Context: an optimization exercise on an open-source flow, tuned for small area and a short achievable clock period. The choices shown serve that exercise and are no tape-out recipe.
Function was checked by simulation only, so behaviour that the tests miss may differ from the original.

--- flow/design.v ---
module parallel_sort #
(
    parameter    DN = 25,     
    parameter    DW = 8,      
    parameter    DW_sequence = $clog2(DN)
)
(
    input                               clk             ,
    input                               rst_n           ,
    input                               sort_sig        ,  
    input       [DW*DN-1:0]             data_unsort     ,  
    output reg  [DW_sequence*DN-1:0]    sequence_sorted ,  
    output reg                          sort_finish        
);
integer i,j;
reg        [DN-1:0]             temp[DN-1:0]        ;  
reg                             temp_vld            ;
reg        [DW_sequence*DN-1:0] rank                ;  
always @(posedge clk or negedge rst_n)
begin
    if(!rst_n) begin
        for(i=0;i<DN;i=i+1)
            temp[i] <= 0;
    end
    else if(sort_sig) begin
        for(i=0;i<DN;i=i+1) begin
            for(j=0;j<DN;j=j+1) begin
                if(i>j) begin
                    if(data_unsort[i*DW+:DW]>=data_unsort[j*DW+:DW])
                        temp[i][j] <= 1;
                    else
                        temp[i][j] <= 0;
                end
                else begin
                    if(data_unsort[i*DW+:DW]>data_unsort[j*DW+:DW])
                        temp[i][j] <= 1;
                    else
                        temp[i][j] <= 0;
                end
            end
        end
    end
end
always @(posedge clk or negedge rst_n)
begin
    if(!rst_n)
        temp_vld <= 1'b0;
    else
        temp_vld <= sort_sig;
end
always @(*)
begin
    for(i=0;i<DN;i=i+1) begin
        rank[i*DW_sequence+:DW_sequence] = 0;
        for(j=0;j<DN;j=j+1)
            rank[i*DW_sequence+:DW_sequence] = rank[i*DW_sequence+:DW_sequence] + temp[i][j];
    end
end
always @(posedge clk or negedge rst_n)
begin
    if(!rst_n)
        sequence_sorted <= 0;
    else if(temp_vld)
        sequence_sorted <= rank;
end
always @(posedge clk or negedge rst_n)
begin
    if(!rst_n)
        sort_finish <= 1'b0;
    else
        sort_finish <= temp_vld;
end
endmodule
module alpha_mean
(
    input   wire            clk                 ,
    input   wire            rst_n               ,
    input   wire            win_vld             ,  
    input   wire  [199:0]   win                 ,  
    output  reg             mean_vld            ,  
    output  reg     [ 7:0]  mean_data              
);
parameter DW = 8                    ;  
parameter DN = 25                   ;  
parameter DW_sequence = $clog2(DN)  ;  
integer k;
wire    [DW_sequence*DN-1:0] sequence_sorted   ;
wire                         sort_finish       ;
reg     [DW*DN-1:0]          win_d1, win_d2    ;
reg     [DW*DN-1:0]          win_d3            ;
reg                          vld_d3            ;
reg     [11:0]               acc               ;
parallel_sort #
(
    .DN                 (DN             ),
    .DW                 (DW             )
)
parallel_sort_inst
(
    .clk                (clk            ),
    .rst_n              (rst_n          ),
    .sort_sig           (win_vld        ),
    .data_unsort        (win            ),
    .sequence_sorted    (sequence_sorted),
    .sort_finish        (sort_finish    )
);
always @(posedge clk or negedge rst_n) begin
    if(!rst_n) begin
        win_d1 <= 0;
        win_d2 <= 0;
    end
    else begin
        win_d1 <= win;
        win_d2 <= win_d1;
    end
end
always @(posedge clk or negedge rst_n) begin
    if(!rst_n) begin
        win_d3 <= 0;
        vld_d3 <= 1'b0;
    end
    else begin
        vld_d3 <= sort_finish;
        for(k=0;k<DN;k=k+1) begin
            if((sequence_sorted[k*DW_sequence+:DW_sequence] < 5'd8) ||
               (sequence_sorted[k*DW_sequence+:DW_sequence] > 5'd16))
                win_d3[k*DW+:DW] <= 8'd0;
            else
                win_d3[k*DW+:DW] <= win_d2[k*DW+:DW];
        end
    end
end
always @(*) begin
    acc = 0;
    for(k=0;k<DN;k=k+1)
        acc = acc + win_d3[k*DW+:DW];
end
always @(posedge clk or negedge rst_n) begin
    if(!rst_n) begin
        mean_data <= 8'd0;
        mean_vld  <= 1'b0;
    end
    else begin
        mean_data <= acc / 9;
        mean_vld  <= vld_d3;
    end
end
endmodule
--- flow/config.mk ---
export PLATFORM = sky130hd
export DESIGN_NAME = alpha_mean
export DESIGN_NICKNAME = alpha_mean
export VERILOG_FILES = /design/flow/design.v
export SDC_FILE = /design/flow/constraint.sdc
export NUM_CORES = 4
export LEC_CHECK = 0
export CAP_MARGIN = 20
export CORE_MARGIN = 2
export CORE_UTILIZATION = 45
export PLACE_DENSITY = 0.6
export SLEW_MARGIN = 20
--- flow/run.sh ---
#!/bin/bash
# synth_recipe.tcl (not shown) runs the flow's synth.tcl, then flattens the netlist and writes it again
# the make line also repeats each setting of config.mk as NAME=value (left out here)
make -C /OpenROAD-flow-scripts/flow DESIGN_CONFIG=/design/flow/config.mk WORK_HOME=/design/flow/orfs CLKGATE_MAP_FILE= SYNTH_SCRIPT=/design/flow/synth_recipe.tcl finish
--- flow/constraint.sdc ---
create_clock -name core_clock -period 12.0 [get_ports {clk}]
set_input_delay 2.4000 -clock core_clock [delete_from_list [all_inputs] [get_ports {clk}]]
set_output_delay 2.4000 -clock core_clock [all_outputs]
set_load 0.01 [all_outputs]
==> summary.md <==
| Metric | Value |
|---|---|
| Status | finished clean |
| Crit path launch type | flop |
| Least-Margin Pin Slew | approximately 1.2 ns |
| Crit-path max cell delay | 0.55 ns |
| Grt ovf | 0 |
| Area growth syn-to-layout | 12.33% |
| Synth unique cells | 92 |
| Final hold violation count | 0 |
| Type of the tightest min-delay check | flop to flop |
| Max-slew violation count | 0 |
| DR DRC count | 0 |
| Initial core utilization | a little under half |
| Arrival time worst endpoint | about 12 ns |
| CTS tree | built |
| Setup TNS | 0 ns |
| Synthesized area per cell | approximately 10 sq um |
| Synth Cell Area | approximately 0.11 sq mm |
| Crit path max fanout | 6 |
| I/O pins | 212 |
| RePlAce Congestion | between 0.9 and 1 |
| Endpoints failing setup | 0 |
| H-tree levels | 4 |
| Register area share after synthesis | between 20% and 30% |
| GRT Total Usage | a little under 40% |
| Antenna violations before repair | 72 |
| Final instance area | 0.1289 sq mm |
| Ys Warns | 3 |
| Min Tclk post-route | approximately 12 ns |
| ANT nets after route | 0 |
| Routed WL | 510,900 microns |
| Commonest cells post-synth | 2,624 x ha_1, 1,547 x inv_1, 1,337 x dfrtp_1 |
| Layout cell share with drive strength beyond 1 | just over 7% |
| Die X | between 500 and 600 microns |
| Most used cell, CP | fa_1 |
| Most frequent cell after synthesis | ha_1 |
| Dominant cell type by area after synthesis | dfrtp_1 |
| CP Buf/Inv Count | 10 |
| Clock sink total | between 1,000 and 1,500 |
| Via count | approximately 100,000 |
| DR pass1 iterations | 6 |
| Port Buf Inserts | roughly 210 |
| Seq cells post-synth | around 1,300 |
| Core Footprint | between 0.2 and 0.3 sq mm |
| Max Clk Rate | slightly below 90 MHz |
| Root Driver | clkbuf_16 |
| # hold bufs at CTS | 0 |
| Post-layout util | 50.76% |
| Critical path class | flop to flop |
| Synthesized instance count | 11,230 |
| Rows | between 150 and 200 |
| First-pass GRT wire length | between 700,000 and 800,000 microns |
| Most used DFF post-synth | dfrtp_1 |
| Vias in the first global route | just under 100k |
| Dpl hpwl | roughly 350,000 microns |
| Final Cycle Share | 96.13% |
| Die area | between 0.2 and 0.3 sq mm |
| Asr flop ratio synth | between 90% and 100% |
| Largest cells by area after synthesis | dfrtp_1 29%, ha_1 29%, fa_1 11% |
| Family with the most delay on the worst path | adder cells |
| Post-DP Area | around 0.12 sq mm |
| Final net count | roughly 15,000 |
| Largest net degree at the start of global routing | 162 |
| Iteration-0 DRC count of the detailed router | roughly 12,000 |
| Num CTS Buffers | around 160 |
| Clock latency on the worst-skew pair | just under 0.9 ns |
| Rel. slew slack | between 15 and 20% |
| Final clock skew | approximately 0.075 ns |
| Post-synth top area share | a little under 30% |
| Post-synth EDFFs | 0 |
| DIE HEIGHT | approximately 510 microns |
| Clock tree buffer depth | 3 |
| Clk slew on worst S/H paths | 0.06 ns |
| Max-Cap Viols | 0 |
| Critical path's slowest cell | fa_1 |
| DR WL/cell | between 30 and 40 microns |
| Drt via density | between 6 and 7 |
| CP endpoint kind | flop |
| Worst EP required | about 13 ns |
## cell type report
class / count / area [sq um]
Sequential cell: 1337 / 33460
Tap cell: 3366 / 4212
Clock buffer: 211 / 4558
Timing Repair Buffer: 527 / 4348
Multi-Input combinational cell: 8205 / 75280
Antenna cell: 39 / 97.59
Fill cell: 22700 / 125000
Clock inverter: 80 / 1111
Inverter: 1551 / 5829
## metrics by stage
stage / hold slack (ns) / worst slack (ns) / std cells
floorplan: 0.3312 / 0.6125 / 11230
global placement: 0.3321 / -0.02212 / 14980
detailed placement: 0.3347 / -0.09987 / 14980
CTS: 0.2992 / 0.04569 / 15270
global route: 0.3177 / -0.07663 / 15300
finish: 0.2963 / 0.4644 / 15320
## layer usage
metal	track usage, %	vias to the layer above	wire, microns
li1	-	41050	-
met4	29.17	22	47350
met5	0	-	156
met2	56.15	6237	207300
met3	11.10	1926	61280
met1	50.09	48390	194700
## flip-flops by register name (all words and copies together) (netlist names)
name and cells:
parallel_sort_inst.temp 600, parallel_sort_inst.sort_finish 1, mean_data 8, parallel_sort_inst.sequence_sorted 125
win_d3 200, parallel_sort_inst.temp_vld 1, win_d1 200, vld_d3 1
win_d2 200, mean_vld 1
## cell families after synthesis
group	Yosys count	synth area share [%]
AOI/OAI and AO/OA	2462	12.92
xor gates and xnor gates	68	0.5452
adders and majority gates	3235	39.25
buffers and inverters	1687	5.549
DFF	1337	29.16
muxes	104	0.9890
other	2	0.006545
and+or+nand+nor	2333	11.58
## worst paths after layout
| path | startpoint | to | slack, ns | depth (start not counted) |
|---|---|---|---|---|
| worst max-delay path | win_d3[30]$_DFF_PN0_ | mean_data[0]$_DFF_PN0_ | 0.46 | 45 |
| worst min-delay path | vld_d3$_DFF_PN0_ | mean_vld$_DFF_PN0_ | 0.30 | 0 |
| worst max register to register | win_d3[30]$_DFF_PN0_ | mean_data[0]$_DFF_PN0_ | 0.46 | 45 |
| worst min register to register | vld_d3$_DFF_PN0_ | mean_vld$_DFF_PN0_ | 0.30 | 0 |
| max in group asynchronous | rst_n | parallel_sort_inst.temp[24][17]$_DFFE_PN0P_ | 7.95 | 3 |
| min in group asynchronous | rst_n | win_d1[24]$_DFF_PN0_ | 1.50 | 1 |
## what timing repair did
action / CTS / global route
setup buffers: 0 / 8
resized for setup: 4 / 41
pin swaps: 0 / 10
endpoints found under the setup margin: 1 / 1
## worst reg2reg max path: cells and delay by family, from the launching register on
kind,cells,cell delay [ns]
flip-flops,1,0.39
AND/OR/NAND/NOR,5,1.25
adder cells (fa/ha/maj),10,4.51
buffers and inverters,10,0.87
AO/OA/AOI/OAI,20,4.41
## layout by cell type (no fill, tap or decap), types with 12 or more instances in the layout
cell type / Yosys / layout
a211oi_1: 16 / 15
a21o_1: 125 / 125
a21oi_1: 865 / 862
and2_1: 208 / 207
buf_2: 5 / 44
buf_4: 1 / 311
bufinv_16: 0 / 15
clkbuf_1: 120 / 17
clkbuf_16: 0 / 162
clkbuf_8: 0 / 32
clkdlybuf4s50_1: 0 / 165
clkinv_2: 0 / 36
dfrtp_1: 1337 / 1336
diode_2: 0 / 39
fa_1: 609 / 608
ha_1: 2624 / 2621
inv_1: 1547 / 1522
inv_2: 2 / 16
mux2_2: 75 / 75
mux2i_1: 29 / 12
mux2i_2: 0 / 12
nand2_1: 33 / 33
nand2b_1: 298 / 297
nand3_1: 25 / 25
nand4_1: 592 / 592
nor2_1: 533 / 530
nor2b_1: 571 / 571
o2111ai_1: 278 / 278
o211a_1: 18 / 18
o211ai_1: 12 / 12
o21a_1: 13 / 13
o21ai_0: 895 / 894
o22a_1: 141 / 141
or4b_2: 25 / 25
xnor2_1: 59 / 56

-- port drivers added, routing unchanged --
No port has a modelled driver above. Below, the same layout with a new extraction and two added sets of constraints.
Step 1 sets driving cells, clkbuf_16 on the clock port and buf_2 on the other inputs (assumed; they add their load-dependent delay and slew).
Step 2 moves the port delays by t, midway between the first and last clock arrival at a register: inputs arrive t later, outputs are due t later. That takes back most of the time a late clock gives input paths.
Three values: no drivers, after step 1, after step 2; two values: the first two.
shift t [ns]: 0.942
setup slack, ns: 0.464 / 0.464 / 0.464
worst hold slack (ns): 0.296 / 0.296 / 0.296
worst setup path at the end: register to register
slew at the worst register clock pin (ns): 0.07 / 0.07
After both steps this run still meets setup and hold. The setup slack of this run moves by 0.000 ns with the drivers and by 0.000 ns with both steps.
